Background: an optimization exercise with open tools, aiming at small area. Do not read the settings as production practice. In this exercise RTL edits were held to simulation tests only and were not proved equivalent to the original. Power figures rest on the tool's default switching activity, not on a simulated workload.

## main
Design esdi_core, start of the top module:
module esdi_core (
    input  clk,
    input  rst_n,
    input  cmd_awvalid,
    output cmd_awready,
    input  [4:0] cmd_awaddr,
    input  cmd_wvalid,
    output cmd_wready,
    input  [31:0] cmd_wdata,
    output cmd_bvalid,
    input  cmd_bready,
    output [1:0] cmd_bresp,
    input  cmd_arvalid,
    output cmd_arready,
    input  [4:0] cmd_araddr,
    output cmd_rvalid,
    input  cmd_rready,
    output [31:0] cmd_rdata,
    output [1:0] cmd_rresp,
    input  tmr_awvalid,
    output tmr_awready,
    input  [4:0] tmr_awaddr,
    input  tmr_wvalid,
    output tmr_wready,
    input  [31:0] tmr_wdata,
    output tmr_bvalid,
    input  tmr_bready,
    output [1:0] tmr_bresp,
    input  tmr_arvalid,
    output tmr_arready,
    input  [4:0] tmr_araddr,
    output tmr_rvalid,
    input  tmr_rready,
    output [31:0] tmr_rdata,
    output [1:0] tmr_rresp,
    input  rd_awvalid,
    output rd_awready,
    input  [4:0] rd_awaddr,
    input  rd_wvalid,
    output rd_wready,
    input  [31:0] rd_wdata,
    output rd_bvalid,
    input  rd_bready,
    output [1:0] rd_bresp,
    input  rd_arvalid,
    output rd_arready,
    input  [4:0] rd_araddr,
    output rd_rvalid,
    input  rd_rready,
    output [31:0] rd_rdata,
    output [1:0] rd_rresp,
    input  wr_awvalid,
    output wr_awready,
    input  [4:0] wr_awaddr,
    input  wr_wvalid,
    output wr_wready,
    input  [31:0] wr_wdata,
    output wr_bvalid,
    input  wr_bready,
    output [1:0] wr_bresp,
    input  wr_arvalid,
    output wr_arready,
    input  [4:0] wr_araddr,
    output wr_rvalid,
    input  wr_rready,
    output [31:0] wr_rdata,
    output [1:0] wr_rresp,
    input  mm2s_tvalid,
    output mm2s_tready,
    input  [7:0] mm2s_tdata,
    input  mm2s_tlast,
    output s2mm_tvalid,
    input  s2mm_tready,
    output [7:0] s2mm_tdata,
    output s2mm_tlast,
    output cmd_irq,
    output tmr_irq,
    output wr_irq,
    input  esdi_transfer_req,
    input  esdi_command_data,
    output esdi_transfer_ack,
    output esdi_confstat_data,
    output esdi_command_complete,
    output esdi_attention,
    output esdi_ready,
    output esdi_drive_selected,
    output esdi_index,
    output esdi_sector,
    input  esdi_read_gate,
    output esdi_read_data,
    output esdi_read_clock,
    input  esdi_write_gate,
    input  esdi_write_clock,
    input  esdi_write_data
);
Size in the first run: ~4100 cells after synthesis, about 1400 flip-flops, ~400 I/O pins, ~49000 sq um of cells after synthesis.
Settings: LEC_CHECK=0, CAP_MARGIN=20, CORE_MARGIN=2, CORE_UTILIZATION=80, CTS_CLUSTER_DIAMETER=80, CTS_CLUSTER_SIZE=24, PLACE_DENSITY=0.88, SLEW_MARGIN=20; clock period 10.0 ns.
standard.sh (not shown) runs the stock make flow with config.mk's settings and CLKGATE_MAP_FILE= SYNTH_SCRIPT=/design/flow/synth_recipe.tcl, a recipe that flattens the netlist after the stock synthesis.
==> flow/flow/run.sh <==
#!/bin/bash
# Standard ORFS layout (standard synthesis unchanged), with two changes:
#  - port buffers use the smallest buffer (buf_1) instead of the default pick;
#  - clock tree synthesis does not add dummy loads.
set -euo pipefail
export BUFFER_PORTS_ARGS="-buffer_cell sky130_fd_sc_hd__buf_1"
export CTS_ARGS="-sink_clustering_enable -repair_clock_nets -dont_use_dummy_load -sink_clustering_size 24 -sink_clustering_max_diameter 80"
bash standard.sh synth > synth.log 2>&1
bash standard.sh finish > layout.log 2>&1
#### Input delta (the feature branch over main)
Settings: swapping 80 for 65 in CORE_UTILIZATION; swapping 0.88 for 0.75 in PLACE_DENSITY.
[summary]
Diff main -> the feature branch: post-route minimum period saw a decrease; growth of design area from synthesis to finish saw an increase; clock-buffer cell count saw little to no change; total power saw little to no change.
Path length in cells of the critical path came out exactly the same in the feature branch and main.

---

esdi_core, a different RTL version from the one above (not shown whole).
Size in the first run: roughly 4100 cells after synthesis, roughly 1400 flip-flops, roughly 400 I/O pins.
==> flow/design.v (excerpt) <==
module esdi_core (
    input  clk,
    input  rst_n,
    input  cmd_awvalid,
    output cmd_awready,
    input  [4:0] cmd_awaddr,
    input  cmd_wvalid,
    output cmd_wready,
    input  [31:0] cmd_wdata,
    output cmd_bvalid,
    input  cmd_bready,
    output [1:0] cmd_bresp,
    input  cmd_arvalid,
    output cmd_arready,
    input  [4:0] cmd_araddr,
    output cmd_rvalid,
    input  cmd_rready,
    output [31:0] cmd_rdata,
    output [1:0] cmd_rresp,
    input  tmr_awvalid,
    output tmr_awready,
    input  [4:0] tmr_awaddr,
    input  tmr_wvalid,
    output tmr_wready,
    input  [31:0] tmr_wdata,
    output tmr_bvalid,
    input  tmr_bready,
    output [1:0] tmr_bresp,
    input  tmr_arvalid,
    output tmr_arready,
    input  [4:0] tmr_araddr,
    output tmr_rvalid,
    input  tmr_rready,
    output [31:0] tmr_rdata,
    output [1:0] tmr_rresp,
    input  rd_awvalid,
    output rd_awready,
    input  [4:0] rd_awaddr,
    input  rd_wvalid,
    output rd_wready,
    input  [31:0] rd_wdata,
    output rd_bvalid,
    input  rd_bready,
    output [1:0] rd_bresp,
    input  rd_arvalid,
    output rd_arready,
    input  [4:0] rd_araddr,
    output rd_rvalid,
    input  rd_rready,
    output [31:0] rd_rdata,
    output [1:0] rd_rresp,
    input  wr_awvalid,
    output wr_awready,
    input  [4:0] wr_awaddr,
    input  wr_wvalid,
    output wr_wready,
    input  [31:0] wr_wdata,
    output wr_bvalid,
    input  wr_bready,
    output [1:0] wr_bresp,
    input  wr_arvalid,
  ...
clock: 10.0 ns
lec_check: 0
cap_margin: 20
core_margin: 2
core_utilization: 40
slew_margin: 20
run.sh (not shown) runs the stock make flow with config.mk's settings and CLKGATE_MAP_FILE= SYNTH_SCRIPT=/design/flow/synth_recipe.tcl, a recipe that flattens the netlist after the stock synthesis.
Stock flow here: none of the scripts above is used.
Rerun with:
CORE_UTILIZATION = 65   (was 40)
CTS_CLUSTER_DIAMETER = 100   (was default)
CTS_CLUSTER_SIZE = 30   (was default)
PLACE_DENSITY = 0.75   (was default)
Effect: Synthesized area does not change. Worst setup slack improved by 0.0093 ns. Final cell count came out lower by about a fifth. Die area came out lower by well over a third. Routed wire length came out lower by a few percent.

==> re-timing with driven ports <==
How much do the figures lean on ideal ports? The routed layouts below were timed once more, with nothing changed but the port constraints. Step 1 sets driving cells, clkbuf_16 on the clock port and buf_2 on the other inputs (assumed; they add their load-dependent delay and slew). Step 2 adds t to the input delays and takes it off the output delays; t is the mean of the earliest and latest rising clock arrival at the registers after step 1. Input paths then give back, and output paths get back, about the clock's delay inside the block. Slacks: ideal / step 1 / step 2; pairs: ideal / step 1.
run	t (ns)	slack for setup (ns)	hold slack, ns
main	0.689	5.287 / 5.287 / 5.287	0.324 / 0.324 / 0.324
the feature branch	0.683	5.398 / 5.398 / 5.125	0.313 / 0.313 / 0.313
the first run of note 2	0.865	4.792 / 4.759 / 4.484	0.324 / 0.324 / 0.324
the second run of note 2	0.721	4.801 / 4.777 / 4.757	0.329 / 0.329 / 0.329
After both steps setup and hold are still met in every run listed. The setup slack of the first run of note 2, which loses most, moves by -0.033 ns with the drivers and by -0.308 ns with both steps.
